Source: an optimization exercise on an open RTL-to-GDS flow (aim: small area and a short achievable clock period). Production flows keep margins and buffers that such runs may drop. No functional check of the RTL was part of any run shown here.

==> config.mk <==
export PLATFORM = sky130hd
export DESIGN_NAME = question_6
export DESIGN_NICKNAME = question_6
export VERILOG_FILES = /design/flow/design.v
export SDC_FILE = /design/flow/constraint.sdc
export NUM_CORES = 4
export LEC_CHECK = 0
export CAP_MARGIN = 20
export CORE_MARGIN = 2
export CORE_UTILIZATION = 40
export SETUP_SLACK_MARGIN = 2.7
export SLEW_MARGIN = 20
export TNS_END_PERCENT = 100
==> constraint.sdc <==
create_clock -name core_clock -period 5.0 [get_ports {clk}]
set_input_delay 1.0000 -clock core_clock [delete_from_list [all_inputs] [get_ports {clk}]]
set_output_delay 1.0000 -clock core_clock [all_outputs]
set_load 0.01 [all_outputs]
==> design.v <==
module q6_inv (input a, output y);
    assign y = ~a;
endmodule
module q6_nand2 (input a, input b, output y);
    assign y = ~(a & b);
endmodule
module q6_nor2 (input a, input b, output y);
    assign y = ~(a | b);
endmodule
module q6_xor2 (input a, input b, output y);
    assign y = a ^ b;
endmodule
module q6_xnor2 (input a, input b, output y);
    assign y = ~(a ^ b);
endmodule
module q6_nor2b (input a, input bn, output y);
    assign y = ~(a | ~bn);
endmodule
module q6_o21ai (input a1, input a2, input b1, output y);
    assign y = ~((a1 | a2) & b1);
endmodule
module q6_a21oi (input a1, input a2, input b1, output y);
    assign y = ~((a1 & a2) | b1);
endmodule
module question_6(
    input clk,
    input rst,
    input signed [15:0] x,
    output reg signed [15:0] y
);
    reg signed [15:0] s1, s2, s3;
    wire [15:0] y_n, s1_n, s2_n;
    wire n1;
    q6_inv g1 (.a(x[0]), .y(n1));
    wire n2;
    q6_inv g2 (.a(x[1]), .y(n2));
    wire n3;
    q6_inv g3 (.a(x[2]), .y(n3));
    wire n4;
    q6_inv g4 (.a(x[3]), .y(n4));
    wire n5;
    q6_inv g5 (.a(x[4]), .y(n5));
    wire n6;
    q6_inv g6 (.a(x[5]), .y(n6));
    wire n7;
    q6_inv g7 (.a(x[6]), .y(n7));
    wire n8;
    q6_inv g8 (.a(x[7]), .y(n8));
    wire n9;
    q6_inv g9 (.a(x[8]), .y(n9));
    wire n10;
    q6_inv g10 (.a(x[9]), .y(n10));
    wire n11;
    q6_inv g11 (.a(x[10]), .y(n11));
    wire n12;
    q6_inv g12 (.a(x[11]), .y(n12));
    wire n13;
    q6_inv g13 (.a(x[12]), .y(n13));
    wire n14;
    q6_inv g14 (.a(x[13]), .y(n14));
    wire n15;
    q6_inv g15 (.a(x[14]), .y(n15));
    wire n16;
    q6_inv g16 (.a(x[15]), .y(n16));
    wire n17;
    q6_nand2 g17 (.a(x[0]), .b(s1[0]), .y(n17));
    wire n18;
    q6_nand2 g18 (.a(x[1]), .b(s1[1]), .y(n18));
    wire n19;
    q6_nand2 g19 (.a(x[2]), .b(s1[2]), .y(n19));
    wire n20;
    q6_nand2 g20 (.a(x[3]), .b(s1[3]), .y(n20));
    wire n21;
    q6_nand2 g21 (.a(x[4]), .b(s1[4]), .y(n21));
    wire n22;
    q6_nand2 g22 (.a(x[5]), .b(s1[5]), .y(n22));
    wire n23;
    q6_nand2 g23 (.a(x[6]), .b(s1[6]), .y(n23));
    wire n24;
    q6_nand2 g24 (.a(x[7]), .b(s1[7]), .y(n24));
    wire n25;
    q6_nand2 g25 (.a(x[8]), .b(s1[8]), .y(n25));
    wire n26;
    q6_nand2 g26 (.a(x[9]), .b(s1[9]), .y(n26));
    wire n27;
    q6_nand2 g27 (.a(x[10]), .b(s1[10]), .y(n27));
    wire n28;
    q6_nand2 g28 (.a(x[11]), .b(s1[11]), .y(n28));
    wire n29;
    q6_nand2 g29 (.a(x[12]), .b(s1[12]), .y(n29));
    wire n30;
    q6_nand2 g30 (.a(x[13]), .b(s1[13]), .y(n30));
    wire n31;
    q6_nand2 g31 (.a(x[14]), .b(s1[14]), .y(n31));
    wire n32;
    q6_nor2 g32 (.a(x[0]), .b(s1[0]), .y(n32));
    wire n33;
    q6_nor2 g33 (.a(x[1]), .b(s1[1]), .y(n33));
    wire n34;
    q6_nor2 g34 (.a(x[2]), .b(s1[2]), .y(n34));
    wire n35;
    q6_nor2 g35 (.a(x[3]), .b(s1[3]), .y(n35));
    wire n36;
    q6_nor2 g36 (.a(x[4]), .b(s1[4]), .y(n36));
    wire n37;
    q6_nor2 g37 (.a(x[5]), .b(s1[5]), .y(n37));
    wire n38;
    q6_nor2 g38 (.a(x[6]), .b(s1[6]), .y(n38));
    wire n39;
    q6_nor2 g39 (.a(x[7]), .b(s1[7]), .y(n39));
    wire n40;
    q6_nor2 g40 (.a(x[8]), .b(s1[8]), .y(n40));
    wire n41;
    q6_nor2 g41 (.a(x[9]), .b(s1[9]), .y(n41));
    wire n42;
    q6_nor2 g42 (.a(x[10]), .b(s1[10]), .y(n42));
    wire n43;
    q6_nor2 g43 (.a(x[11]), .b(s1[11]), .y(n43));
    wire n44;
    q6_nor2 g44 (.a(x[12]), .b(s1[12]), .y(n44));
    wire n45;
    q6_nor2 g45 (.a(x[13]), .b(s1[13]), .y(n45));
    wire n46;
    q6_nor2 g46 (.a(x[14]), .b(s1[14]), .y(n46));
    wire n47;
    q6_nor2b g47 (.a(n32), .bn(n17), .y(n47));
    wire n48;
    q6_nor2b g48 (.a(n33), .bn(n18), .y(n48));
    wire n49;
    q6_nor2b g49 (.a(n34), .bn(n19), .y(n49));
    wire n50;
    q6_nor2b g50 (.a(n35), .bn(n20), .y(n50));
    wire n51;
    q6_nor2b g51 (.a(n36), .bn(n21), .y(n51));
    wire n52;
    q6_nor2b g52 (.a(n37), .bn(n22), .y(n52));
    wire n53;
    q6_nor2b g53 (.a(n38), .bn(n23), .y(n53));
    wire n54;
    q6_nor2b g54 (.a(n39), .bn(n24), .y(n54));
    wire n55;
    q6_nor2b g55 (.a(n40), .bn(n25), .y(n55));
    wire n56;
    q6_nor2b g56 (.a(n41), .bn(n26), .y(n56));
    wire n57;
    q6_nor2b g57 (.a(n42), .bn(n27), .y(n57));
    wire n58;
    q6_nor2b g58 (.a(n43), .bn(n28), .y(n58));
    wire n59;
    q6_nor2b g59 (.a(n44), .bn(n29), .y(n59));
    wire n60;
    q6_nor2b g60 (.a(n45), .bn(n30), .y(n60));
    wire n61;
    q6_nor2b g61 (.a(n46), .bn(n31), .y(n61));
    wire n62;
    q6_xor2 g62 (.a(x[15]), .b(s1[15]), .y(n62));
    wire n63;
    q6_o21ai g63 (.a1(n33), .a2(n17), .b1(n18), .y(n63));
    wire n64;
    q6_o21ai g64 (.a1(n35), .a2(n19), .b1(n20), .y(n64));
    wire n65;
    q6_nor2 g65 (.a(n35), .b(n34), .y(n65));
    wire n66;
    q6_o21ai g66 (.a1(n37), .a2(n21), .b1(n22), .y(n66));
    wire n67;
    q6_nor2 g67 (.a(n37), .b(n36), .y(n67));
    wire n68;
    q6_o21ai g68 (.a1(n39), .a2(n23), .b1(n24), .y(n68));
    wire n69;
    q6_nor2 g69 (.a(n39), .b(n38), .y(n69));
    wire n70;
    q6_o21ai g70 (.a1(n41), .a2(n25), .b1(n26), .y(n70));
    wire n71;
    q6_nor2 g71 (.a(n41), .b(n40), .y(n71));
    wire n72;
    q6_o21ai g72 (.a1(n43), .a2(n27), .b1(n28), .y(n72));
    wire n73;
    q6_nor2 g73 (.a(n43), .b(n42), .y(n73));
    wire n74;
    q6_o21ai g74 (.a1(n45), .a2(n29), .b1(n30), .y(n74));
    wire n75;
    q6_nor2 g75 (.a(n45), .b(n44), .y(n75));
    wire n76;
    q6_inv g76 (.a(n63), .y(n76));
    wire n77;
    q6_o21ai g77 (.a1(n34), .a2(n76), .b1(n19), .y(n77));
    wire n78;
    q6_a21oi g78 (.a1(n65), .a2(n63), .b1(n64), .y(n78));
    wire n79;
    q6_inv g79 (.a(n23), .y(n79));
    wire n80;
    q6_inv g80 (.a(n38), .y(n80));
    wire n81;
    q6_a21oi g81 (.a1(n80), .a2(n66), .b1(n79), .y(n81));
    wire n82;
    q6_nand2 g82 (.a(n80), .b(n67), .y(n82));
    wire n83;
    q6_a21oi g83 (.a1(n69), .a2(n66), .b1(n68), .y(n83));
    wire n84;
    q6_nand2 g84 (.a(n69), .b(n67), .y(n84));
    wire n85;
    q6_inv g85 (.a(n27), .y(n85));
    wire n86;
    q6_inv g86 (.a(n42), .y(n86));
    wire n87;
    q6_a21oi g87 (.a1(n86), .a2(n70), .b1(n85), .y(n87));
    wire n88;
    q6_nand2 g88 (.a(n86), .b(n71), .y(n88));
    wire n89;
    q6_a21oi g89 (.a1(n73), .a2(n70), .b1(n72), .y(n89));
    wire n90;
    q6_nand2 g90 (.a(n73), .b(n71), .y(n90));
    wire n91;
    q6_inv g91 (.a(n31), .y(n91));
    wire n92;
    q6_inv g92 (.a(n46), .y(n92));
    wire n93;
    q6_a21oi g93 (.a1(n92), .a2(n74), .b1(n91), .y(n93));
    wire n94;
    q6_nand2 g94 (.a(n92), .b(n75), .y(n94));
    wire n95;
    q6_o21ai g95 (.a1(n36), .a2(n78), .b1(n21), .y(n95));
    wire n96;
    q6_inv g96 (.a(n66), .y(n96));
    wire n97;
    q6_inv g97 (.a(n67), .y(n97));
    wire n98;
    q6_o21ai g98 (.a1(n97), .a2(n78), .b1(n96), .y(n98));
    wire n99;
    q6_o21ai g99 (.a1(n82), .a2(n78), .b1(n81), .y(n99));
    wire n100;
    q6_o21ai g100 (.a1(n84), .a2(n78), .b1(n83), .y(n100));
    wire n101;
    q6_o21ai g101 (.a1(n44), .a2(n89), .b1(n29), .y(n101));
    wire n102;
    q6_nor2 g102 (.a(n44), .b(n90), .y(n102));
    wire n103;
    q6_inv g103 (.a(n74), .y(n103));
    wire n104;
    q6_inv g104 (.a(n75), .y(n104));
    wire n105;
    q6_o21ai g105 (.a1(n104), .a2(n89), .b1(n103), .y(n105));
    wire n106;
    q6_nor2 g106 (.a(n104), .b(n90), .y(n106));
    wire n107;
    q6_o21ai g107 (.a1(n94), .a2(n89), .b1(n93), .y(n107));
    wire n108;
    q6_nor2 g108 (.a(n94), .b(n90), .y(n108));
    wire n109;
    q6_inv g109 (.a(n25), .y(n109));
    wire n110;
    q6_inv g110 (.a(n40), .y(n110));
    wire n111;
    q6_a21oi g111 (.a1(n110), .a2(n100), .b1(n109), .y(n111));
    wire n112;
    q6_a21oi g112 (.a1(n71), .a2(n100), .b1(n70), .y(n112));
    wire n113;
    q6_inv g113 (.a(n87), .y(n113));
    wire n114;
    q6_inv g114 (.a(n88), .y(n114));
    wire n115;
    q6_a21oi g115 (.a1(n114), .a2(n100), .b1(n113), .y(n115));
    wire n116;
    q6_inv g116 (.a(n89), .y(n116));
    wire n117;
    q6_inv g117 (.a(n90), .y(n117));
    wire n118;
    q6_a21oi g118 (.a1(n117), .a2(n100), .b1(n116), .y(n118));
    wire n119;
    q6_a21oi g119 (.a1(n102), .a2(n100), .b1(n101), .y(n119));
    wire n120;
    q6_a21oi g120 (.a1(n106), .a2(n100), .b1(n105), .y(n120));
    wire n121;
    q6_a21oi g121 (.a1(n108), .a2(n100), .b1(n107), .y(n121));
    wire n122;
    q6_xnor2 g122 (.a(n48), .b(n17), .y(n122));
    wire n123;
    q6_xor2 g123 (.a(n49), .b(n63), .y(n123));
    wire n124;
    q6_xor2 g124 (.a(n50), .b(n77), .y(n124));
    wire n125;
    q6_xnor2 g125 (.a(n51), .b(n78), .y(n125));
    wire n126;
    q6_xor2 g126 (.a(n52), .b(n95), .y(n126));
    wire n127;
    q6_xor2 g127 (.a(n53), .b(n98), .y(n127));
    wire n128;
    q6_xor2 g128 (.a(n54), .b(n99), .y(n128));
    wire n129;
    q6_xor2 g129 (.a(n55), .b(n100), .y(n129));
    wire n130;
    q6_xnor2 g130 (.a(n56), .b(n111), .y(n130));
    wire n131;
    q6_xnor2 g131 (.a(n57), .b(n112), .y(n131));
    wire n132;
    q6_xnor2 g132 (.a(n58), .b(n115), .y(n132));
    wire n133;
    q6_xnor2 g133 (.a(n59), .b(n118), .y(n133));
    wire n134;
    q6_xnor2 g134 (.a(n60), .b(n119), .y(n134));
    wire n135;
    q6_xnor2 g135 (.a(n61), .b(n120), .y(n135));
    wire n136;
    q6_xnor2 g136 (.a(n62), .b(n121), .y(n136));
    wire n137;
    q6_xnor2 g137 (.a(s2[0]), .b(y[1]), .y(n137));
    wire n138;
    q6_xor2 g138 (.a(n137), .b(x[0]), .y(n138));
    wire n139;
    q6_nand2 g139 (.a(s2[0]), .b(y[1]), .y(n139));
    wire n140;
    q6_nor2 g140 (.a(s2[0]), .b(y[1]), .y(n140));
    wire n141;
    q6_o21ai g141 (.a1(x[0]), .a2(n140), .b1(n139), .y(n141));
    wire n142;
    q6_xnor2 g142 (.a(s2[1]), .b(y[2]), .y(n142));
    wire n143;
    q6_xor2 g143 (.a(n142), .b(x[1]), .y(n143));
    wire n144;
    q6_nand2 g144 (.a(s2[1]), .b(y[2]), .y(n144));
    wire n145;
    q6_nor2 g145 (.a(s2[1]), .b(y[2]), .y(n145));
    wire n146;
    q6_o21ai g146 (.a1(x[1]), .a2(n145), .b1(n144), .y(n146));
    wire n147;
    q6_xnor2 g147 (.a(s2[2]), .b(y[3]), .y(n147));
    wire n148;
    q6_xor2 g148 (.a(n147), .b(x[2]), .y(n148));
    wire n149;
    q6_nand2 g149 (.a(s2[2]), .b(y[3]), .y(n149));
    wire n150;
    q6_nor2 g150 (.a(s2[2]), .b(y[3]), .y(n150));
    wire n151;
    q6_o21ai g151 (.a1(x[2]), .a2(n150), .b1(n149), .y(n151));
    wire n152;
    q6_xnor2 g152 (.a(s2[3]), .b(y[4]), .y(n152));
    wire n153;
    q6_xor2 g153 (.a(n152), .b(x[3]), .y(n153));
    wire n154;
    q6_nand2 g154 (.a(s2[3]), .b(y[4]), .y(n154));
    wire n155;
    q6_nor2 g155 (.a(s2[3]), .b(y[4]), .y(n155));
    wire n156;
    q6_o21ai g156 (.a1(x[3]), .a2(n155), .b1(n154), .y(n156));
    wire n157;
    q6_xnor2 g157 (.a(s2[4]), .b(y[5]), .y(n157));
    wire n158;
    q6_xor2 g158 (.a(n157), .b(x[4]), .y(n158));
    wire n159;
    q6_nand2 g159 (.a(s2[4]), .b(y[5]), .y(n159));
    wire n160;
    q6_nor2 g160 (.a(s2[4]), .b(y[5]), .y(n160));
    wire n161;
    q6_o21ai g161 (.a1(x[4]), .a2(n160), .b1(n159), .y(n161));
    wire n162;
    q6_xnor2 g162 (.a(s2[5]), .b(y[6]), .y(n162));
    wire n163;
    q6_xor2 g163 (.a(n162), .b(x[5]), .y(n163));
    wire n164;
    q6_nand2 g164 (.a(s2[5]), .b(y[6]), .y(n164));
    wire n165;
    q6_nor2 g165 (.a(s2[5]), .b(y[6]), .y(n165));
    wire n166;
    q6_o21ai g166 (.a1(x[5]), .a2(n165), .b1(n164), .y(n166));
    wire n167;
    q6_xnor2 g167 (.a(s2[6]), .b(y[7]), .y(n167));
    wire n168;
    q6_xor2 g168 (.a(n167), .b(x[6]), .y(n168));
    wire n169;
    q6_nand2 g169 (.a(s2[6]), .b(y[7]), .y(n169));
    wire n170;
    q6_nor2 g170 (.a(s2[6]), .b(y[7]), .y(n170));
    wire n171;
    q6_o21ai g171 (.a1(x[6]), .a2(n170), .b1(n169), .y(n171));
    wire n172;
    q6_xnor2 g172 (.a(s2[7]), .b(y[8]), .y(n172));
    wire n173;
    q6_xor2 g173 (.a(n172), .b(x[7]), .y(n173));
    wire n174;
    q6_nand2 g174 (.a(s2[7]), .b(y[8]), .y(n174));
    wire n175;
    q6_nor2 g175 (.a(s2[7]), .b(y[8]), .y(n175));
    wire n176;
    q6_o21ai g176 (.a1(x[7]), .a2(n175), .b1(n174), .y(n176));
    wire n177;
    q6_xnor2 g177 (.a(s2[8]), .b(y[9]), .y(n177));
    wire n178;
    q6_xor2 g178 (.a(n177), .b(x[8]), .y(n178));
    wire n179;
    q6_nand2 g179 (.a(s2[8]), .b(y[9]), .y(n179));
    wire n180;
    q6_nor2 g180 (.a(s2[8]), .b(y[9]), .y(n180));
    wire n181;
    q6_o21ai g181 (.a1(x[8]), .a2(n180), .b1(n179), .y(n181));
    wire n182;
    q6_xnor2 g182 (.a(s2[9]), .b(y[10]), .y(n182));
    wire n183;
    q6_xor2 g183 (.a(n182), .b(x[9]), .y(n183));
    wire n184;
    q6_nand2 g184 (.a(s2[9]), .b(y[10]), .y(n184));
    wire n185;
    q6_nor2 g185 (.a(s2[9]), .b(y[10]), .y(n185));
    wire n186;
    q6_o21ai g186 (.a1(x[9]), .a2(n185), .b1(n184), .y(n186));
    wire n187;
    q6_xnor2 g187 (.a(s2[10]), .b(y[11]), .y(n187));
    wire n188;
    q6_xor2 g188 (.a(n187), .b(x[10]), .y(n188));
    wire n189;
    q6_nand2 g189 (.a(s2[10]), .b(y[11]), .y(n189));
    wire n190;
    q6_nor2 g190 (.a(s2[10]), .b(y[11]), .y(n190));
    wire n191;
    q6_o21ai g191 (.a1(x[10]), .a2(n190), .b1(n189), .y(n191));
    wire n192;
    q6_xnor2 g192 (.a(s2[11]), .b(y[12]), .y(n192));
    wire n193;
    q6_xor2 g193 (.a(n192), .b(x[11]), .y(n193));
    wire n194;
    q6_nand2 g194 (.a(s2[11]), .b(y[12]), .y(n194));
    wire n195;
    q6_nor2 g195 (.a(s2[11]), .b(y[12]), .y(n195));
    wire n196;
    q6_o21ai g196 (.a1(x[11]), .a2(n195), .b1(n194), .y(n196));
    wire n197;
    q6_xnor2 g197 (.a(s2[12]), .b(y[13]), .y(n197));
    wire n198;
    q6_xor2 g198 (.a(n197), .b(x[12]), .y(n198));
    wire n199;
    q6_nand2 g199 (.a(s2[12]), .b(y[13]), .y(n199));
    wire n200;
    q6_nor2 g200 (.a(s2[12]), .b(y[13]), .y(n200));
    wire n201;
    q6_o21ai g201 (.a1(x[12]), .a2(n200), .b1(n199), .y(n201));
    wire n202;
    q6_xnor2 g202 (.a(s2[13]), .b(y[14]), .y(n202));
    wire n203;
    q6_xor2 g203 (.a(n202), .b(x[13]), .y(n203));
    wire n204;
    q6_nand2 g204 (.a(s2[13]), .b(y[14]), .y(n204));
    wire n205;
    q6_nor2 g205 (.a(s2[13]), .b(y[14]), .y(n205));
    wire n206;
    q6_o21ai g206 (.a1(x[13]), .a2(n205), .b1(n204), .y(n206));
    wire n207;
    q6_xnor2 g207 (.a(s2[14]), .b(y[15]), .y(n207));
    wire n208;
    q6_xor2 g208 (.a(n207), .b(x[14]), .y(n208));
    wire n209;
    q6_nand2 g209 (.a(s2[14]), .b(y[15]), .y(n209));
    wire n210;
    q6_nor2 g210 (.a(s2[14]), .b(y[15]), .y(n210));
    wire n211;
    q6_o21ai g211 (.a1(x[14]), .a2(n210), .b1(n209), .y(n211));
    wire n212;
    q6_xnor2 g212 (.a(s2[15]), .b(y[15]), .y(n212));
    wire n213;
    q6_xor2 g213 (.a(n212), .b(x[15]), .y(n213));
    wire n214;
    q6_inv g214 (.a(n138), .y(n214));
    wire n215;
    q6_nand2 g215 (.a(n143), .b(n141), .y(n215));
    wire n216;
    q6_nand2 g216 (.a(n148), .b(n146), .y(n216));
    wire n217;
    q6_nand2 g217 (.a(n153), .b(n151), .y(n217));
    wire n218;
    q6_nand2 g218 (.a(n158), .b(n156), .y(n218));
    wire n219;
    q6_nand2 g219 (.a(n163), .b(n161), .y(n219));
    wire n220;
    q6_nand2 g220 (.a(n168), .b(n166), .y(n220));
    wire n221;
    q6_nand2 g221 (.a(n173), .b(n171), .y(n221));
    wire n222;
    q6_nand2 g222 (.a(n178), .b(n176), .y(n222));
    wire n223;
    q6_nand2 g223 (.a(n183), .b(n181), .y(n223));
    wire n224;
    q6_nand2 g224 (.a(n188), .b(n186), .y(n224));
    wire n225;
    q6_nand2 g225 (.a(n193), .b(n191), .y(n225));
    wire n226;
    q6_nand2 g226 (.a(n198), .b(n196), .y(n226));
    wire n227;
    q6_nand2 g227 (.a(n203), .b(n201), .y(n227));
    wire n228;
    q6_nand2 g228 (.a(n208), .b(n206), .y(n228));
    wire n229;
    q6_nor2 g229 (.a(n143), .b(n141), .y(n229));
    wire n230;
    q6_nor2 g230 (.a(n148), .b(n146), .y(n230));
    wire n231;
    q6_nor2 g231 (.a(n153), .b(n151), .y(n231));
    wire n232;
    q6_nor2 g232 (.a(n158), .b(n156), .y(n232));
    wire n233;
    q6_nor2 g233 (.a(n163), .b(n161), .y(n233));
    wire n234;
    q6_nor2 g234 (.a(n168), .b(n166), .y(n234));
    wire n235;
    q6_nor2 g235 (.a(n173), .b(n171), .y(n235));
    wire n236;
    q6_nor2 g236 (.a(n178), .b(n176), .y(n236));
    wire n237;
    q6_nor2 g237 (.a(n183), .b(n181), .y(n237));
    wire n238;
    q6_nor2 g238 (.a(n188), .b(n186), .y(n238));
    wire n239;
    q6_nor2 g239 (.a(n193), .b(n191), .y(n239));
    wire n240;
    q6_nor2 g240 (.a(n198), .b(n196), .y(n240));
    wire n241;
    q6_nor2 g241 (.a(n203), .b(n201), .y(n241));
    wire n242;
    q6_nor2 g242 (.a(n208), .b(n206), .y(n242));
    wire n243;
    q6_nor2b g243 (.a(n229), .bn(n215), .y(n243));
    wire n244;
    q6_nor2b g244 (.a(n230), .bn(n216), .y(n244));
    wire n245;
    q6_nor2b g245 (.a(n231), .bn(n217), .y(n245));
    wire n246;
    q6_nor2b g246 (.a(n232), .bn(n218), .y(n246));
    wire n247;
    q6_nor2b g247 (.a(n233), .bn(n219), .y(n247));
    wire n248;
    q6_nor2b g248 (.a(n234), .bn(n220), .y(n248));
    wire n249;
    q6_nor2b g249 (.a(n235), .bn(n221), .y(n249));
    wire n250;
    q6_nor2b g250 (.a(n236), .bn(n222), .y(n250));
    wire n251;
    q6_nor2b g251 (.a(n237), .bn(n223), .y(n251));
    wire n252;
    q6_nor2b g252 (.a(n238), .bn(n224), .y(n252));
    wire n253;
    q6_nor2b g253 (.a(n239), .bn(n225), .y(n253));
    wire n254;
    q6_nor2b g254 (.a(n240), .bn(n226), .y(n254));
    wire n255;
    q6_nor2b g255 (.a(n241), .bn(n227), .y(n255));
    wire n256;
    q6_nor2b g256 (.a(n242), .bn(n228), .y(n256));
    wire n257;
    q6_xor2 g257 (.a(n213), .b(n211), .y(n257));
    wire n258;
    q6_o21ai g258 (.a1(n229), .a2(n214), .b1(n215), .y(n258));
    wire n259;
    q6_o21ai g259 (.a1(n231), .a2(n216), .b1(n217), .y(n259));
    wire n260;
    q6_nor2 g260 (.a(n231), .b(n230), .y(n260));
    wire n261;
    q6_o21ai g261 (.a1(n233), .a2(n218), .b1(n219), .y(n261));
    wire n262;
    q6_nor2 g262 (.a(n233), .b(n232), .y(n262));
    wire n263;
    q6_o21ai g263 (.a1(n235), .a2(n220), .b1(n221), .y(n263));
    wire n264;
    q6_nor2 g264 (.a(n235), .b(n234), .y(n264));
    wire n265;
    q6_o21ai g265 (.a1(n237), .a2(n222), .b1(n223), .y(n265));
    wire n266;
    q6_nor2 g266 (.a(n237), .b(n236), .y(n266));
    wire n267;
    q6_o21ai g267 (.a1(n239), .a2(n224), .b1(n225), .y(n267));
    wire n268;
    q6_nor2 g268 (.a(n239), .b(n238), .y(n268));
    wire n269;
    q6_o21ai g269 (.a1(n241), .a2(n226), .b1(n227), .y(n269));
    wire n270;
    q6_nor2 g270 (.a(n241), .b(n240), .y(n270));
    wire n271;
    q6_inv g271 (.a(n258), .y(n271));
    wire n272;
    q6_o21ai g272 (.a1(n230), .a2(n271), .b1(n216), .y(n272));
    wire n273;
    q6_a21oi g273 (.a1(n260), .a2(n258), .b1(n259), .y(n273));
    wire n274;
    q6_inv g274 (.a(n220), .y(n274));
    wire n275;
    q6_inv g275 (.a(n234), .y(n275));
    wire n276;
    q6_a21oi g276 (.a1(n275), .a2(n261), .b1(n274), .y(n276));
    wire n277;
    q6_nand2 g277 (.a(n275), .b(n262), .y(n277));
    wire n278;
    q6_a21oi g278 (.a1(n264), .a2(n261), .b1(n263), .y(n278));
    wire n279;
    q6_nand2 g279 (.a(n264), .b(n262), .y(n279));
    wire n280;
    q6_inv g280 (.a(n224), .y(n280));
    wire n281;
    q6_inv g281 (.a(n238), .y(n281));
    wire n282;
    q6_a21oi g282 (.a1(n281), .a2(n265), .b1(n280), .y(n282));
    wire n283;
    q6_nand2 g283 (.a(n281), .b(n266), .y(n283));
    wire n284;
    q6_a21oi g284 (.a1(n268), .a2(n265), .b1(n267), .y(n284));
    wire n285;
    q6_nand2 g285 (.a(n268), .b(n266), .y(n285));
    wire n286;
    q6_inv g286 (.a(n228), .y(n286));
    wire n287;
    q6_inv g287 (.a(n242), .y(n287));
    wire n288;
    q6_a21oi g288 (.a1(n287), .a2(n269), .b1(n286), .y(n288));
    wire n289;
    q6_nand2 g289 (.a(n287), .b(n270), .y(n289));
    wire n290;
    q6_o21ai g290 (.a1(n232), .a2(n273), .b1(n218), .y(n290));
    wire n291;
    q6_inv g291 (.a(n261), .y(n291));
    wire n292;
    q6_inv g292 (.a(n262), .y(n292));
    wire n293;
    q6_o21ai g293 (.a1(n292), .a2(n273), .b1(n291), .y(n293));
    wire n294;
    q6_o21ai g294 (.a1(n277), .a2(n273), .b1(n276), .y(n294));
    wire n295;
    q6_o21ai g295 (.a1(n279), .a2(n273), .b1(n278), .y(n295));
    wire n296;
    q6_o21ai g296 (.a1(n240), .a2(n284), .b1(n226), .y(n296));
    wire n297;
    q6_nor2 g297 (.a(n240), .b(n285), .y(n297));
    wire n298;
    q6_inv g298 (.a(n269), .y(n298));
    wire n299;
    q6_inv g299 (.a(n270), .y(n299));
    wire n300;
    q6_o21ai g300 (.a1(n299), .a2(n284), .b1(n298), .y(n300));
    wire n301;
    q6_nor2 g301 (.a(n299), .b(n285), .y(n301));
    wire n302;
    q6_o21ai g302 (.a1(n289), .a2(n284), .b1(n288), .y(n302));
    wire n303;
    q6_nor2 g303 (.a(n289), .b(n285), .y(n303));
    wire n304;
    q6_inv g304 (.a(n222), .y(n304));
    wire n305;
    q6_inv g305 (.a(n236), .y(n305));
    wire n306;
    q6_a21oi g306 (.a1(n305), .a2(n295), .b1(n304), .y(n306));
    wire n307;
    q6_a21oi g307 (.a1(n266), .a2(n295), .b1(n265), .y(n307));
    wire n308;
    q6_inv g308 (.a(n282), .y(n308));
    wire n309;
    q6_inv g309 (.a(n283), .y(n309));
    wire n310;
    q6_a21oi g310 (.a1(n309), .a2(n295), .b1(n308), .y(n310));
    wire n311;
    q6_inv g311 (.a(n284), .y(n311));
    wire n312;
    q6_inv g312 (.a(n285), .y(n312));
    wire n313;
    q6_a21oi g313 (.a1(n312), .a2(n295), .b1(n311), .y(n313));
    wire n314;
    q6_a21oi g314 (.a1(n297), .a2(n295), .b1(n296), .y(n314));
    wire n315;
    q6_a21oi g315 (.a1(n301), .a2(n295), .b1(n300), .y(n315));
    wire n316;
    q6_a21oi g316 (.a1(n303), .a2(n295), .b1(n302), .y(n316));
    wire n317;
    q6_xor2 g317 (.a(n243), .b(n138), .y(n317));
    wire n318;
    q6_xor2 g318 (.a(n244), .b(n258), .y(n318));
    wire n319;
    q6_xor2 g319 (.a(n245), .b(n272), .y(n319));
    wire n320;
    q6_xnor2 g320 (.a(n246), .b(n273), .y(n320));
    wire n321;
    q6_xor2 g321 (.a(n247), .b(n290), .y(n321));
    wire n322;
    q6_xor2 g322 (.a(n248), .b(n293), .y(n322));
    wire n323;
    q6_xor2 g323 (.a(n249), .b(n294), .y(n323));
    wire n324;
    q6_xor2 g324 (.a(n250), .b(n295), .y(n324));
    wire n325;
    q6_xnor2 g325 (.a(n251), .b(n306), .y(n325));
    wire n326;
    q6_xnor2 g326 (.a(n252), .b(n307), .y(n326));
    wire n327;
    q6_xnor2 g327 (.a(n253), .b(n310), .y(n327));
    wire n328;
    q6_xnor2 g328 (.a(n254), .b(n313), .y(n328));
    wire n329;
    q6_xnor2 g329 (.a(n255), .b(n314), .y(n329));
    wire n330;
    q6_xnor2 g330 (.a(n256), .b(n315), .y(n330));
    wire n331;
    q6_xnor2 g331 (.a(n257), .b(n316), .y(n331));
    wire n332;
    q6_xnor2 g332 (.a(s3[0]), .b(y[2]), .y(n332));
    wire n333;
    q6_xnor2 g333 (.a(n332), .b(x[0]), .y(n333));
    wire n334;
    q6_nand2 g334 (.a(s3[0]), .b(y[2]), .y(n334));
    wire n335;
    q6_nor2 g335 (.a(s3[0]), .b(y[2]), .y(n335));
    wire n336;
    q6_o21ai g336 (.a1(n1), .a2(n335), .b1(n334), .y(n336));
    wire n337;
    q6_xnor2 g337 (.a(s3[1]), .b(y[3]), .y(n337));
    wire n338;
    q6_xnor2 g338 (.a(n337), .b(x[1]), .y(n338));
    wire n339;
    q6_nand2 g339 (.a(s3[1]), .b(y[3]), .y(n339));
    wire n340;
    q6_nor2 g340 (.a(s3[1]), .b(y[3]), .y(n340));
    wire n341;
    q6_o21ai g341 (.a1(n2), .a2(n340), .b1(n339), .y(n341));
    wire n342;
    q6_xnor2 g342 (.a(s3[2]), .b(y[4]), .y(n342));
    wire n343;
    q6_xnor2 g343 (.a(n342), .b(x[2]), .y(n343));
    wire n344;
    q6_nand2 g344 (.a(s3[2]), .b(y[4]), .y(n344));
    wire n345;
    q6_nor2 g345 (.a(s3[2]), .b(y[4]), .y(n345));
    wire n346;
    q6_o21ai g346 (.a1(n3), .a2(n345), .b1(n344), .y(n346));
    wire n347;
    q6_xnor2 g347 (.a(s3[3]), .b(y[5]), .y(n347));
    wire n348;
    q6_xnor2 g348 (.a(n347), .b(x[3]), .y(n348));
    wire n349;
    q6_nand2 g349 (.a(s3[3]), .b(y[5]), .y(n349));
    wire n350;
    q6_nor2 g350 (.a(s3[3]), .b(y[5]), .y(n350));
    wire n351;
    q6_o21ai g351 (.a1(n4), .a2(n350), .b1(n349), .y(n351));
    wire n352;
    q6_xnor2 g352 (.a(s3[4]), .b(y[6]), .y(n352));
    wire n353;
    q6_xnor2 g353 (.a(n352), .b(x[4]), .y(n353));
    wire n354;
    q6_nand2 g354 (.a(s3[4]), .b(y[6]), .y(n354));
    wire n355;
    q6_nor2 g355 (.a(s3[4]), .b(y[6]), .y(n355));
    wire n356;
    q6_o21ai g356 (.a1(n5), .a2(n355), .b1(n354), .y(n356));
    wire n357;
    q6_xnor2 g357 (.a(s3[5]), .b(y[7]), .y(n357));
    wire n358;
    q6_xnor2 g358 (.a(n357), .b(x[5]), .y(n358));
    wire n359;
    q6_nand2 g359 (.a(s3[5]), .b(y[7]), .y(n359));
    wire n360;
    q6_nor2 g360 (.a(s3[5]), .b(y[7]), .y(n360));
    wire n361;
    q6_o21ai g361 (.a1(n6), .a2(n360), .b1(n359), .y(n361));
    wire n362;
    q6_xnor2 g362 (.a(s3[6]), .b(y[8]), .y(n362));
    wire n363;
    q6_xnor2 g363 (.a(n362), .b(x[6]), .y(n363));
    wire n364;
    q6_nand2 g364 (.a(s3[6]), .b(y[8]), .y(n364));
    wire n365;
    q6_nor2 g365 (.a(s3[6]), .b(y[8]), .y(n365));
    wire n366;
    q6_o21ai g366 (.a1(n7), .a2(n365), .b1(n364), .y(n366));
    wire n367;
    q6_xnor2 g367 (.a(s3[7]), .b(y[9]), .y(n367));
    wire n368;
    q6_xnor2 g368 (.a(n367), .b(x[7]), .y(n368));
    wire n369;
    q6_nand2 g369 (.a(s3[7]), .b(y[9]), .y(n369));
    wire n370;
    q6_nor2 g370 (.a(s3[7]), .b(y[9]), .y(n370));
    wire n371;
    q6_o21ai g371 (.a1(n8), .a2(n370), .b1(n369), .y(n371));
    wire n372;
    q6_xnor2 g372 (.a(s3[8]), .b(y[10]), .y(n372));
    wire n373;
    q6_xnor2 g373 (.a(n372), .b(x[8]), .y(n373));
    wire n374;
    q6_nand2 g374 (.a(s3[8]), .b(y[10]), .y(n374));
    wire n375;
    q6_nor2 g375 (.a(s3[8]), .b(y[10]), .y(n375));
    wire n376;
    q6_o21ai g376 (.a1(n9), .a2(n375), .b1(n374), .y(n376));
    wire n377;
    q6_xnor2 g377 (.a(s3[9]), .b(y[11]), .y(n377));
    wire n378;
    q6_xnor2 g378 (.a(n377), .b(x[9]), .y(n378));
    wire n379;
    q6_nand2 g379 (.a(s3[9]), .b(y[11]), .y(n379));
    wire n380;
    q6_nor2 g380 (.a(s3[9]), .b(y[11]), .y(n380));
    wire n381;
    q6_o21ai g381 (.a1(n10), .a2(n380), .b1(n379), .y(n381));
    wire n382;
    q6_xnor2 g382 (.a(s3[10]), .b(y[12]), .y(n382));
    wire n383;
    q6_xnor2 g383 (.a(n382), .b(x[10]), .y(n383));
    wire n384;
    q6_nand2 g384 (.a(s3[10]), .b(y[12]), .y(n384));
    wire n385;
    q6_nor2 g385 (.a(s3[10]), .b(y[12]), .y(n385));
    wire n386;
    q6_o21ai g386 (.a1(n11), .a2(n385), .b1(n384), .y(n386));
    wire n387;
    q6_xnor2 g387 (.a(s3[11]), .b(y[13]), .y(n387));
    wire n388;
    q6_xnor2 g388 (.a(n387), .b(x[11]), .y(n388));
    wire n389;
    q6_nand2 g389 (.a(s3[11]), .b(y[13]), .y(n389));
    wire n390;
    q6_nor2 g390 (.a(s3[11]), .b(y[13]), .y(n390));
    wire n391;
    q6_o21ai g391 (.a1(n12), .a2(n390), .b1(n389), .y(n391));
    wire n392;
    q6_xnor2 g392 (.a(s3[12]), .b(y[14]), .y(n392));
    wire n393;
    q6_xnor2 g393 (.a(n392), .b(x[12]), .y(n393));
    wire n394;
    q6_nand2 g394 (.a(s3[12]), .b(y[14]), .y(n394));
    wire n395;
    q6_nor2 g395 (.a(s3[12]), .b(y[14]), .y(n395));
    wire n396;
    q6_o21ai g396 (.a1(n13), .a2(n395), .b1(n394), .y(n396));
    wire n397;
    q6_xnor2 g397 (.a(s3[13]), .b(y[15]), .y(n397));
    wire n398;
    q6_xnor2 g398 (.a(n397), .b(x[13]), .y(n398));
    wire n399;
    q6_nand2 g399 (.a(s3[13]), .b(y[15]), .y(n399));
    wire n400;
    q6_nor2 g400 (.a(s3[13]), .b(y[15]), .y(n400));
    wire n401;
    q6_o21ai g401 (.a1(n14), .a2(n400), .b1(n399), .y(n401));
    wire n402;
    q6_xnor2 g402 (.a(s3[14]), .b(y[15]), .y(n402));
    wire n403;
    q6_xnor2 g403 (.a(n402), .b(x[14]), .y(n403));
    wire n404;
    q6_nand2 g404 (.a(s3[14]), .b(y[15]), .y(n404));
    wire n405;
    q6_nor2 g405 (.a(s3[14]), .b(y[15]), .y(n405));
    wire n406;
    q6_o21ai g406 (.a1(n15), .a2(n405), .b1(n404), .y(n406));
    wire n407;
    q6_xnor2 g407 (.a(s3[15]), .b(y[15]), .y(n407));
    wire n408;
    q6_xnor2 g408 (.a(n407), .b(x[15]), .y(n408));
    wire n409;
    q6_nand2 g409 (.a(n338), .b(n336), .y(n409));
    wire n410;
    q6_nand2 g410 (.a(n343), .b(n341), .y(n410));
    wire n411;
    q6_nand2 g411 (.a(n348), .b(n346), .y(n411));
    wire n412;
    q6_nand2 g412 (.a(n353), .b(n351), .y(n412));
    wire n413;
    q6_nand2 g413 (.a(n358), .b(n356), .y(n413));
    wire n414;
    q6_nand2 g414 (.a(n363), .b(n361), .y(n414));
    wire n415;
    q6_nand2 g415 (.a(n368), .b(n366), .y(n415));
    wire n416;
    q6_nand2 g416 (.a(n373), .b(n371), .y(n416));
    wire n417;
    q6_nand2 g417 (.a(n378), .b(n376), .y(n417));
    wire n418;
    q6_nand2 g418 (.a(n383), .b(n381), .y(n418));
    wire n419;
    q6_nand2 g419 (.a(n388), .b(n386), .y(n419));
    wire n420;
    q6_nand2 g420 (.a(n393), .b(n391), .y(n420));
    wire n421;
    q6_nand2 g421 (.a(n398), .b(n396), .y(n421));
    wire n422;
    q6_nand2 g422 (.a(n403), .b(n401), .y(n422));
    wire n423;
    q6_nor2 g423 (.a(n338), .b(n336), .y(n423));
    wire n424;
    q6_nor2 g424 (.a(n343), .b(n341), .y(n424));
    wire n425;
    q6_nor2 g425 (.a(n348), .b(n346), .y(n425));
    wire n426;
    q6_nor2 g426 (.a(n353), .b(n351), .y(n426));
    wire n427;
    q6_nor2 g427 (.a(n358), .b(n356), .y(n427));
    wire n428;
    q6_nor2 g428 (.a(n363), .b(n361), .y(n428));
    wire n429;
    q6_nor2 g429 (.a(n368), .b(n366), .y(n429));
    wire n430;
    q6_nor2 g430 (.a(n373), .b(n371), .y(n430));
    wire n431;
    q6_nor2 g431 (.a(n378), .b(n376), .y(n431));
    wire n432;
    q6_nor2 g432 (.a(n383), .b(n381), .y(n432));
    wire n433;
    q6_nor2 g433 (.a(n388), .b(n386), .y(n433));
    wire n434;
    q6_nor2 g434 (.a(n393), .b(n391), .y(n434));
    wire n435;
    q6_nor2 g435 (.a(n398), .b(n396), .y(n435));
    wire n436;
    q6_nor2 g436 (.a(n403), .b(n401), .y(n436));
    wire n437;
    q6_nor2b g437 (.a(n423), .bn(n409), .y(n437));
    wire n438;
    q6_nor2b g438 (.a(n424), .bn(n410), .y(n438));
    wire n439;
    q6_nor2b g439 (.a(n425), .bn(n411), .y(n439));
    wire n440;
    q6_nor2b g440 (.a(n426), .bn(n412), .y(n440));
    wire n441;
    q6_nor2b g441 (.a(n427), .bn(n413), .y(n441));
    wire n442;
    q6_nor2b g442 (.a(n428), .bn(n414), .y(n442));
    wire n443;
    q6_nor2b g443 (.a(n429), .bn(n415), .y(n443));
    wire n444;
    q6_nor2b g444 (.a(n430), .bn(n416), .y(n444));
    wire n445;
    q6_nor2b g445 (.a(n431), .bn(n417), .y(n445));
    wire n446;
    q6_nor2b g446 (.a(n432), .bn(n418), .y(n446));
    wire n447;
    q6_nor2b g447 (.a(n433), .bn(n419), .y(n447));
    wire n448;
    q6_nor2b g448 (.a(n434), .bn(n420), .y(n448));
    wire n449;
    q6_nor2b g449 (.a(n435), .bn(n421), .y(n449));
    wire n450;
    q6_nor2b g450 (.a(n436), .bn(n422), .y(n450));
    wire n451;
    q6_xor2 g451 (.a(n408), .b(n406), .y(n451));
    wire n452;
    q6_o21ai g452 (.a1(n424), .a2(n409), .b1(n410), .y(n452));
    wire n453;
    q6_o21ai g453 (.a1(n426), .a2(n411), .b1(n412), .y(n453));
    wire n454;
    q6_nor2 g454 (.a(n426), .b(n425), .y(n454));
    wire n455;
    q6_o21ai g455 (.a1(n428), .a2(n413), .b1(n414), .y(n455));
    wire n456;
    q6_nor2 g456 (.a(n428), .b(n427), .y(n456));
    wire n457;
    q6_o21ai g457 (.a1(n430), .a2(n415), .b1(n416), .y(n457));
    wire n458;
    q6_nor2 g458 (.a(n430), .b(n429), .y(n458));
    wire n459;
    q6_o21ai g459 (.a1(n432), .a2(n417), .b1(n418), .y(n459));
    wire n460;
    q6_nor2 g460 (.a(n432), .b(n431), .y(n460));
    wire n461;
    q6_o21ai g461 (.a1(n434), .a2(n419), .b1(n420), .y(n461));
    wire n462;
    q6_nor2 g462 (.a(n434), .b(n433), .y(n462));
    wire n463;
    q6_o21ai g463 (.a1(n436), .a2(n421), .b1(n422), .y(n463));
    wire n464;
    q6_nor2 g464 (.a(n436), .b(n435), .y(n464));
    wire n465;
    q6_inv g465 (.a(n452), .y(n465));
    wire n466;
    q6_o21ai g466 (.a1(n425), .a2(n465), .b1(n411), .y(n466));
    wire n467;
    q6_a21oi g467 (.a1(n454), .a2(n452), .b1(n453), .y(n467));
    wire n468;
    q6_inv g468 (.a(n415), .y(n468));
    wire n469;
    q6_inv g469 (.a(n429), .y(n469));
    wire n470;
    q6_a21oi g470 (.a1(n469), .a2(n455), .b1(n468), .y(n470));
    wire n471;
    q6_nand2 g471 (.a(n469), .b(n456), .y(n471));
    wire n472;
    q6_a21oi g472 (.a1(n458), .a2(n455), .b1(n457), .y(n472));
    wire n473;
    q6_nand2 g473 (.a(n458), .b(n456), .y(n473));
    wire n474;
    q6_inv g474 (.a(n419), .y(n474));
    wire n475;
    q6_inv g475 (.a(n433), .y(n475));
    wire n476;
    q6_a21oi g476 (.a1(n475), .a2(n459), .b1(n474), .y(n476));
    wire n477;
    q6_nand2 g477 (.a(n475), .b(n460), .y(n477));
    wire n478;
    q6_a21oi g478 (.a1(n462), .a2(n459), .b1(n461), .y(n478));
    wire n479;
    q6_nand2 g479 (.a(n462), .b(n460), .y(n479));
    wire n480;
    q6_o21ai g480 (.a1(n427), .a2(n467), .b1(n413), .y(n480));
    wire n481;
    q6_inv g481 (.a(n455), .y(n481));
    wire n482;
    q6_inv g482 (.a(n456), .y(n482));
    wire n483;
    q6_o21ai g483 (.a1(n482), .a2(n467), .b1(n481), .y(n483));
    wire n484;
    q6_o21ai g484 (.a1(n471), .a2(n467), .b1(n470), .y(n484));
    wire n485;
    q6_o21ai g485 (.a1(n473), .a2(n467), .b1(n472), .y(n485));
    wire n486;
    q6_o21ai g486 (.a1(n435), .a2(n478), .b1(n421), .y(n486));
    wire n487;
    q6_nor2 g487 (.a(n435), .b(n479), .y(n487));
    wire n488;
    q6_inv g488 (.a(n463), .y(n488));
    wire n489;
    q6_inv g489 (.a(n464), .y(n489));
    wire n490;
    q6_o21ai g490 (.a1(n489), .a2(n478), .b1(n488), .y(n490));
    wire n491;
    q6_nor2 g491 (.a(n489), .b(n479), .y(n491));
    wire n492;
    q6_inv g492 (.a(n417), .y(n492));
    wire n493;
    q6_inv g493 (.a(n431), .y(n493));
    wire n494;
    q6_a21oi g494 (.a1(n493), .a2(n485), .b1(n492), .y(n494));
    wire n495;
    q6_a21oi g495 (.a1(n460), .a2(n485), .b1(n459), .y(n495));
    wire n496;
    q6_inv g496 (.a(n476), .y(n496));
    wire n497;
    q6_inv g497 (.a(n477), .y(n497));
    wire n498;
    q6_a21oi g498 (.a1(n497), .a2(n485), .b1(n496), .y(n498));
    wire n499;
    q6_inv g499 (.a(n478), .y(n499));
    wire n500;
    q6_inv g500 (.a(n479), .y(n500));
    wire n501;
    q6_a21oi g501 (.a1(n500), .a2(n485), .b1(n499), .y(n501));
    wire n502;
    q6_a21oi g502 (.a1(n487), .a2(n485), .b1(n486), .y(n502));
    wire n503;
    q6_a21oi g503 (.a1(n491), .a2(n485), .b1(n490), .y(n503));
    wire n504;
    q6_xnor2 g504 (.a(n438), .b(n409), .y(n504));
    wire n505;
    q6_xor2 g505 (.a(n439), .b(n452), .y(n505));
    wire n506;
    q6_xor2 g506 (.a(n440), .b(n466), .y(n506));
    wire n507;
    q6_xnor2 g507 (.a(n441), .b(n467), .y(n507));
    wire n508;
    q6_xor2 g508 (.a(n442), .b(n480), .y(n508));
    wire n509;
    q6_xor2 g509 (.a(n443), .b(n483), .y(n509));
    wire n510;
    q6_xor2 g510 (.a(n444), .b(n484), .y(n510));
    wire n511;
    q6_xor2 g511 (.a(n445), .b(n485), .y(n511));
    wire n512;
    q6_xnor2 g512 (.a(n446), .b(n494), .y(n512));
    wire n513;
    q6_xnor2 g513 (.a(n447), .b(n495), .y(n513));
    wire n514;
    q6_xnor2 g514 (.a(n448), .b(n498), .y(n514));
    wire n515;
    q6_xnor2 g515 (.a(n449), .b(n501), .y(n515));
    wire n516;
    q6_xnor2 g516 (.a(n450), .b(n502), .y(n516));
    wire n517;
    q6_xnor2 g517 (.a(n451), .b(n503), .y(n517));
    assign y_n[0] = n47;
    assign s1_n[0] = n214;
    assign s2_n[0] = n333;
    assign y_n[1] = n122;
    assign s1_n[1] = n317;
    assign s2_n[1] = n437;
    assign y_n[2] = n123;
    assign s1_n[2] = n318;
    assign s2_n[2] = n504;
    assign y_n[3] = n124;
    assign s1_n[3] = n319;
    assign s2_n[3] = n505;
    assign y_n[4] = n125;
    assign s1_n[4] = n320;
    assign s2_n[4] = n506;
    assign y_n[5] = n126;
    assign s1_n[5] = n321;
    assign s2_n[5] = n507;
    assign y_n[6] = n127;
    assign s1_n[6] = n322;
    assign s2_n[6] = n508;
    assign y_n[7] = n128;
    assign s1_n[7] = n323;
    assign s2_n[7] = n509;
    assign y_n[8] = n129;
    assign s1_n[8] = n324;
    assign s2_n[8] = n510;
    assign y_n[9] = n130;
    assign s1_n[9] = n325;
    assign s2_n[9] = n511;
    assign y_n[10] = n131;
    assign s1_n[10] = n326;
    assign s2_n[10] = n512;
    assign y_n[11] = n132;
    assign s1_n[11] = n327;
    assign s2_n[11] = n513;
    assign y_n[12] = n133;
    assign s1_n[12] = n328;
    assign s2_n[12] = n514;
    assign y_n[13] = n134;
    assign s1_n[13] = n329;
    assign s2_n[13] = n515;
    assign y_n[14] = n135;
    assign s1_n[14] = n330;
    assign s2_n[14] = n516;
    assign y_n[15] = n136;
    assign s1_n[15] = n331;
    assign s2_n[15] = n517;
    always @(posedge clk or posedge rst) begin
        if (rst) begin
            s1 <= 16'sd0;
            s2 <= 16'sd0;
            s3 <= 16'sd0;
            y  <= 16'sd0;
        end else begin
            y  <= y_n;
            s1 <= s1_n;
            s2 <= s2_n;
            s3 <= y;
        end
    end
endmodule
==> flow/run.sh <==
#!/bin/bash
set -euo pipefail
W=$(pwd)
R=$W/orfs/results/$FLOW_PLATFORM/question_6/base
LIB=$FLOW_HOME/platforms/$FLOW_PLATFORM/lib/sky130_fd_sc_hd__tt_025C_1v80.lib

bash standard.sh synth > $W/log_1_standard_synth.txt 2>&1
cp $R/1_2_yosys.v $W/standard_synth.v

WORK=$W LIB_FILE=$LIB yosys -c flow/synth_map.tcl > $W/log_2_own_synth_yosys.txt 2>&1

# the registers must be those of the standard synthesis: same names, same cells
regs() { grep -oE 'sky130_fd_sc_hd__df[a-z0-9_]+ +[^ ]+' "$1" | sed -E 's/_[0-9]+ / /' | sort; }
regs $W/standard_synth.v > $W/regs_standard.txt
regs $W/own_synth.v > $W/regs_own.txt
if ! cmp -s $W/regs_standard.txt $W/regs_own.txt; then
  echo "registers differ from the standard synthesis" >&2
  diff $W/regs_standard.txt $W/regs_own.txt >&2 || true
  exit 1
fi

cp $W/own_synth.v $R/1_2_yosys.v
rm -f $R/1_synth.odb $R/1_synth.sdc

export BUFFER_PORTS_ARGS="-buffer_cell sky130_fd_sc_hd__buf_2"
export CTS_ARGS="-sink_clustering_enable -repair_clock_nets -buf_list sky130_fd_sc_hd__clkbuf_4 -root_buf sky130_fd_sc_hd__clkbuf_8 -sink_clustering_size 16 -dont_use_dummy_load"
bash standard.sh finish > $W/log_3_standard_layout.txt 2>&1
==> flow/q6_cells.v <==
// One-to-one mapping of the design's q6_* gate modules onto library cells.
module q6_inv (input a, output y);
    sky130_fd_sc_hd__inv_1 _TECHMAP_REPLACE_ (.A(a), .Y(y));
endmodule
module q6_nand2 (input a, input b, output y);
    sky130_fd_sc_hd__nand2_1 _TECHMAP_REPLACE_ (.A(a), .B(b), .Y(y));
endmodule
module q6_nor2 (input a, input b, output y);
    sky130_fd_sc_hd__nor2_1 _TECHMAP_REPLACE_ (.A(a), .B(b), .Y(y));
endmodule
module q6_xor2 (input a, input b, output y);
    sky130_fd_sc_hd__xor2_1 _TECHMAP_REPLACE_ (.A(a), .B(b), .X(y));
endmodule
module q6_xnor2 (input a, input b, output y);
    sky130_fd_sc_hd__xnor2_1 _TECHMAP_REPLACE_ (.A(a), .B(b), .Y(y));
endmodule
module q6_nor2b (input a, input bn, output y);
    sky130_fd_sc_hd__nor2b_1 _TECHMAP_REPLACE_ (.A(a), .B_N(bn), .Y(y));
endmodule
module q6_o21ai (input a1, input a2, input b1, output y);
    sky130_fd_sc_hd__o21ai_1 _TECHMAP_REPLACE_ (.A1(a1), .A2(a2), .B1(b1), .Y(y));
endmodule
module q6_a21oi (input a1, input a2, input b1, output y);
    sky130_fd_sc_hd__a21oi_1 _TECHMAP_REPLACE_ (.A1(a1), .A2(a2), .B1(b1), .Y(y));
endmodule
// the reset inverter that the flip-flop mapping adds
module \$_NOT_ (input A, output Y);
    sky130_fd_sc_hd__inv_1 _TECHMAP_REPLACE_ (.A(A), .Y(Y));
endmodule
==> flow/synth_map.tcl <==
# Own synthesis: the design's q6_* gate modules are mapped one to one onto
# library cells (flow/q6_cells.v); the registers are mapped and named as the
# standard synthesis does (<register>[<bit>]$_DFF_PP0_ on the same cell).
yosys -import
set lib $::env(LIB_FILE)
set top $::env(FLOW_TOP)
read_liberty -lib $lib
read_verilog -defer -sv $::env(FLOW_DESIGN)
hierarchy -check -top $top
yosys proc
opt_clean
techmap -map $::env(WORK)/flow/q6_cells.v
techmap
opt -fast
yosys rename -wire $top/t:\$_DFF*
dfflibmap -liberty $lib
opt -fast
techmap -map $::env(WORK)/flow/q6_cells.v
opt_clean -purge
hierarchy -top $top
check -assert -mapped
tee -o $::env(WORK)/own_synth.stat stat -liberty $lib
write_verilog -noattr -nohex -nodec $::env(WORK)/own_synth.v
==> standard.sh <==
#!/bin/bash
# synth_recipe.tcl (not shown) runs the flow's synth.tcl, then flattens the netlist and writes it again
# the make line also repeats each setting of config.mk as NAME=value (left out here)
make -C /OpenROAD-flow-scripts/flow DESIGN_CONFIG=/design/flow/config.mk WORK_HOME=/design/flow/orfs CLKGATE_MAP_FILE= SYNTH_SCRIPT=/design/flow/synth_recipe.tcl "${@:-finish}"
==> qor.yml, run 1 <==
floorplan:
  start_util_pct: 40.6
  io_pins: 34
  die_w_microns: 108
  rows: 38
  die-height_microns: 108
  coreArea_sq_um: 10700
  die-area_sq_um: 11700
critical_path:
  slowest_stage: "o21ai_4"
  crit_path_end_kind: "flip-flop"
  slowest_delay_ns: 0.27
  critPathKind: "in2reg"
  path_max_fanout: 8
  crit_path_start_kind: "input pin"
  path_depth: 8
  cp.arrival_ns: 2.40
  rr_startpoint: "y[3]"
  required_ns: 5.22
  r2r_cells: 8
  r2r-end: "s2[13]"
  critPathBufInv: 2
  path_delay_family: "compound AO/OA/AOI/OAI gates"
  r2r_slack_ns: 2.89
  crit_chain: "buf_2 > xor2_1 > inv_1 > o21ai_2 > a21oi_2 > o21ai_4 > a21oi_1 > xnor2_1"
final_layout:
  area_growth_pct: 13.4
  diodes: 0
  drive_above_1_share_pct: 9.58
  final_area_sq_um: 4920
  layout.nets: 646
grt:
  gr-max-usage-layer: "met2"
  met1_usage_pct: 19.9
  grtUsageTotal_pct: 16.4
  grt_max_degree: 65
  grt_pass1_wl_microns: 15100
  grtUsageMet3_pct: 3.86
  use_met2_pct: 28.4
  grt_pass1_vias: 3463
  antenna_found_initial: 0
  grt-ovfl-total: 0
cts:
  cts_tree: "yes"
  clk_pin_slew_ns: 0.08
  root_buffer: "clkbuf_8"
  hold_buffers: 0
  h-tree-depth: 3
  cts_buffer_depth: 2
  numCtsBuffers: 9
  cts.sinks: 64
  clock_latency_ns: 0.35
placed_design:
  hpwl_microns: 6600
  io_buffer_count: 33
  dpl-instance-area_sq_um: 4700
  gp_congestion: 0.790
  dp_worst_setup_slack_ns: 2.10
route:
  ant_nets: 0
  num_vias: 3634
  wl_microns: 8780
  firstDrtPassIters: 5
  drt-initial-drc-count: 101
  wl_per_cell_microns: 11.5
  routed_via_density: 4.74
  drc_errors: 0
sta:
  slew_violations: 0
  tns_ns: 0
  grt_setup_unrepaired: "true"
  fin_ws_ns: 2.82
  hold_viol: 0
  fin_crit_ns: 2.18
  setup_viol: 0
  post-route-period-util_pct: 43.5
  slew_headroom_pct: 44.9
  fin_worst_skew_ns: 0.0249
  fin_hold_ws_ns: 0.414
  fmax_mhz: 460
  worst_pin_slew_ns: 0.827
yosys:
  synth_warnings: 1
  synth_area_sq_um: 4340
  avgSynthCellArea_sq_um: 7.48
  syn_inst: 581
  syn_nets: 599
worst_hold_path:
  min-delay-start: "y[0]"
  min_to: "s3[0]"
  hold_class: "reg2reg"
  min_path_cells: 0
run_status:
  outcome: "finished clean"
job:
  max-cap-violations: 0
## placed cells by master (no fill, tap or decap), drive strengths merged, types with 9 or more instances in the layout
master	count
nor2	99
nand2	87
o21ai	74
xnor2	73
inv	65
dfrtp	64
nor2b	43
xor2	38
a21oi	37
buf	36
clkbuf	9
## layer usage
metal | up-vias | share of wire (%)
met5 | - | 0
met3 | 13 | 4.3
li1 | 1906 | -
met2 | 61 | 47
met1 | 1654 | 47
met4 | 0 | 1.4
## area by class of cell
type                    count  area, sq um
fillers                  1082         5770
multi-input cells         451         2580
flip-flops and latches     64         1600
inverters                  66          251
repair buffers             36          188
well taps                 140          175
clock buffers               9          124
## worst reg2reg max path: stages (launching register included)
cell	delay, ns
dfrtp_1	0.48
xnor2_1	0.31
xnor2_2	0.19
nand2_2	0.12
o21ai_4	0.22
a21oi_4	0.12
o21ai_4	0.27
a21oi_1	0.13
xnor2_1	0.14
## worst max path at each step
stage,from,endpoint,slack [ns]
floorplan,x[1],s1[10],2.71
global placement,x[1],s2[15],2.15
detailed placement,x[1],s2[15],2.10
CTS,x[1],s2[14],2.74
global route,x[0],s1[15],2.69
finish,x[0],s1[10],2.82
## flip-flops by register name, summed over array words and instances (netlist names)
| name | count |
|---|---|
| s1 | 16 |
| y | 16 |
| s3 | 16 |
| s2 | 16 |
## per-stage QoR
step                util [%]  std cells
finish                  46.0        766
global route            46.0        766
CTS                     45.5        765
detailed placement      44.0        755
global placement        44.0        755
floorplan                  -        581
## repair_timing
action	4_1_cts	5_1_grt
buffers inserted	1	1
hold endpoints to repair	0	0
gates resized for setup	6	11
endpoints found under the setup margin	22	22
pin swaps	1	2
==> run 2: changes to the inputs <==
--- a/config.mk
+++ b/config.mk
@@ -7,7 +7,7 @@
 export LEC_CHECK = 0
 export CAP_MARGIN = 20
 export CORE_MARGIN = 2
-export CORE_UTILIZATION = 40
+export CORE_UTILIZATION = 55
 export SETUP_SLACK_MARGIN = 2.7
 export SLEW_MARGIN = 20
 export TNS_END_PERCENT = 100
==> qor.yml, run 2 <==
run_status:
  outcome: "finished clean"
grt:
  grtUsageTotal_pct: 21.1  # +4.7 points
  grt_max_degree: 65  # unchanged
  antenna_found_initial: 0  # unchanged
  grt-ovfl-total: 0  # unchanged
  grt_pass1_wl_microns: 14300  # -5.4%
  grt_pass1_vias: 3329  # -3.9%
critical_path:
  rr_startpoint: "y[3]"
  required_ns: 5.21  # about the same
  path_max_fanout: 8  # unchanged
  crit_path_start_kind: "input pin"
  critPathKind: "in2reg"
  cp-startpoint: "x[0]"
  cp.arrival_ns: 2.43  # +0.03 ns
  crit_path_end_kind: "flip-flop"
final_layout:
  drive_above_1_share_pct: 9.44  # -0.14 points
  final_area_sq_um: 4890  # -0.76%
  layout_common_cells: "nor2_1, nand2_1, xnor2_1"
  diodes: 0  # unchanged
  layout.nets: 645  # -0.15%
  area_growth_pct: 12.5
  final_common_cell: "nor2_1"
  final_cells: 727  # -5.1%
cts:
  h-tree-depth: 3  # unchanged
  cts_buffer_depth: 2  # unchanged
  cts_tree: "yes"
  numCtsBuffers: 9  # unchanged
  root_buffer: "clkbuf_8"
  clock_latency_ns: 0.34  # about the same
  cts.sinks: 64  # unchanged
  clk_pin_slew_ns: 0.07  # about the same
  hold_buffers: 0  # unchanged
floorplan:
  die-height_microns: 92.9  # -14%
  coreArea_sq_um: 7690  # -28%
  rows: 32  # -16%
  start_util_pct: 56.5  # +16 points
  die_w_microns: 92.9  # -14%
  io_pins: 34  # unchanged
  die-area_sq_um: 8630  # -26%
route:
  routed_via_density: 4.95  # +4.3%
  drt-initial-drc-count: 147  # +46%
  firstDrtPassIters: 5  # unchanged
  drc_errors: 0  # unchanged
  ant_nets: 0  # unchanged
  num_vias: 3599  # -0.96%
  wl_per_cell_microns: 11.8  # +2.7%
  wl_microns: 8560  # -2.5%
sta:
  fin_crit_ns: 2.22  # +0.0465 ns
  fin_ws_ns: 2.78  # -0.0465 ns
  hold_viol: 0  # unchanged
  slew_violations: 0  # unchanged
  fin_worst_skew_ns: 0.0210  # -0.00390 ns
  setup_viol: 0  # unchanged
  post-route-period-util_pct: 44.5  # +0.93 points
  tns_ns: 0  # unchanged
  slew_headroom_pct: 43.6  # -1.3 points
  fmax_mhz: 450  # -2.1%
  worst_pin_slew_ns: 0.847  # +0.0196 ns
  grt_setup_unrepaired: "true"
placed_design:
  dpl-instance-area_sq_um: 4660  # -1.0%
  io_buffer_count: 33  # unchanged
  gp_congestion: 0.795  # +0.53%
  hpwl_microns: 6320  # -4.2%
  placed_cells: 717  # -5.0%
  dp_worst_setup_slack_ns: 2.16  # +0.0573 ns
yosys:
  synth_warnings: 1  # unchanged
  syn_nets: 599  # unchanged
  avgSynthCellArea_sq_um: 7.48  # unchanged
  synth_area_sq_um: 4340  # unchanged
  syn_inst: 581  # unchanged
job:
  max-cap-violations: 0  # unchanged
worst_hold_path:
  hold_class: "reg2reg"
  min-delay-start: "y[0]"
==> run 2: path summary, 6_finish.rpt <==
path | to | slack (ns) | cells after the start
worst max-delay path | s1[11] | 2.78 | 8
worst min-delay path | s3[0] | 0.37 | 0
worst max register to register | s2[15] | 2.91 | 8
worst min register to register | s3[0] | 0.37 | 0
max in group asynchronous | s2[7] | 3.50 | 3
min in group asynchronous | s2[9] | 0.90 | 3
==> run 2: layout make-up <==
cell class	count	area [sq um]
Fill cell	699	2800
Multi-Input combinational cell	451	2600
Sequential cell	64	1600
Tap cell	102	128
Inverter	66	251
Clock buffer	9	124
Timing Repair Buffer	35	180
==> run 2: worst max-delay path: stages <==
cell and delay, ns:
buf_2 0.14, xor2_1 0.25, inv_1 0.13, o21ai_4 0.23, a21oi_4 0.12, o21ai_4 0.29
a21oi_1 0.14, xnor2_1 0.13
==> run 2: what timing repair did <==
| item | 4_1_cts | 5_1_grt |
|---|---|---|
| gates resized for setup | 6 | 13 |
| pin swaps | 0 | 5 |
| endpoints found under the setup margin | 21 | 19 |
| setup buffers | 0 | 1 |
==> run 2: layer usage <==
metal	track usage (%)	up-vias	part of all wire [%]
met2	36.4	48	48
met1	26.6	1649	47
met3	4.96	8	3.5
met4	5.64	0	0.92
met5	0	-	0
li1	-	1894	-
==> run 2: through the flow <==
step | hold slack [ns] | util, %
after floorplan | 0.416 | -
after detailed placement | 0.364 | 60.6
after global placement | 0.358 | 60.6
after global routing | 0.383 | 63.6
after CTS | 0.371 | 62.6
final | 0.367 | 63.6

-- re-timing with driven ports --
Ports are ideal in the flow. The routed layouts listed here were re-timed in OpenROAD. Step 1: set_driving_cell puts a clkbuf_16 on clk and a buf_2 on each other input, an assumption about the parent block. Step 2 times the ports against the registers' clock, not the clock port: input delays grow and output delays shrink by t, the midpoint of the rising clock arrivals with the driver on. Three values: ideal, step 1, step 2; two values: the first two.
| run | shift t [ns] | setup WS [ns] | hold slack, ns | worst setup path after step 2 | pins driven straight from the clock port |
|---|---|---|---|---|---|
| run 1 | 0.370 | 2.824 / 2.836 / 2.466 | 0.414 / 0.414 / 0.414 | input to register | 1 |
| run 2 | 0.363 | 2.777 / 2.758 / 2.419 | 0.367 / 0.367 / 0.367 | input to register | 1 |
After both steps setup and hold are still met in every run listed.
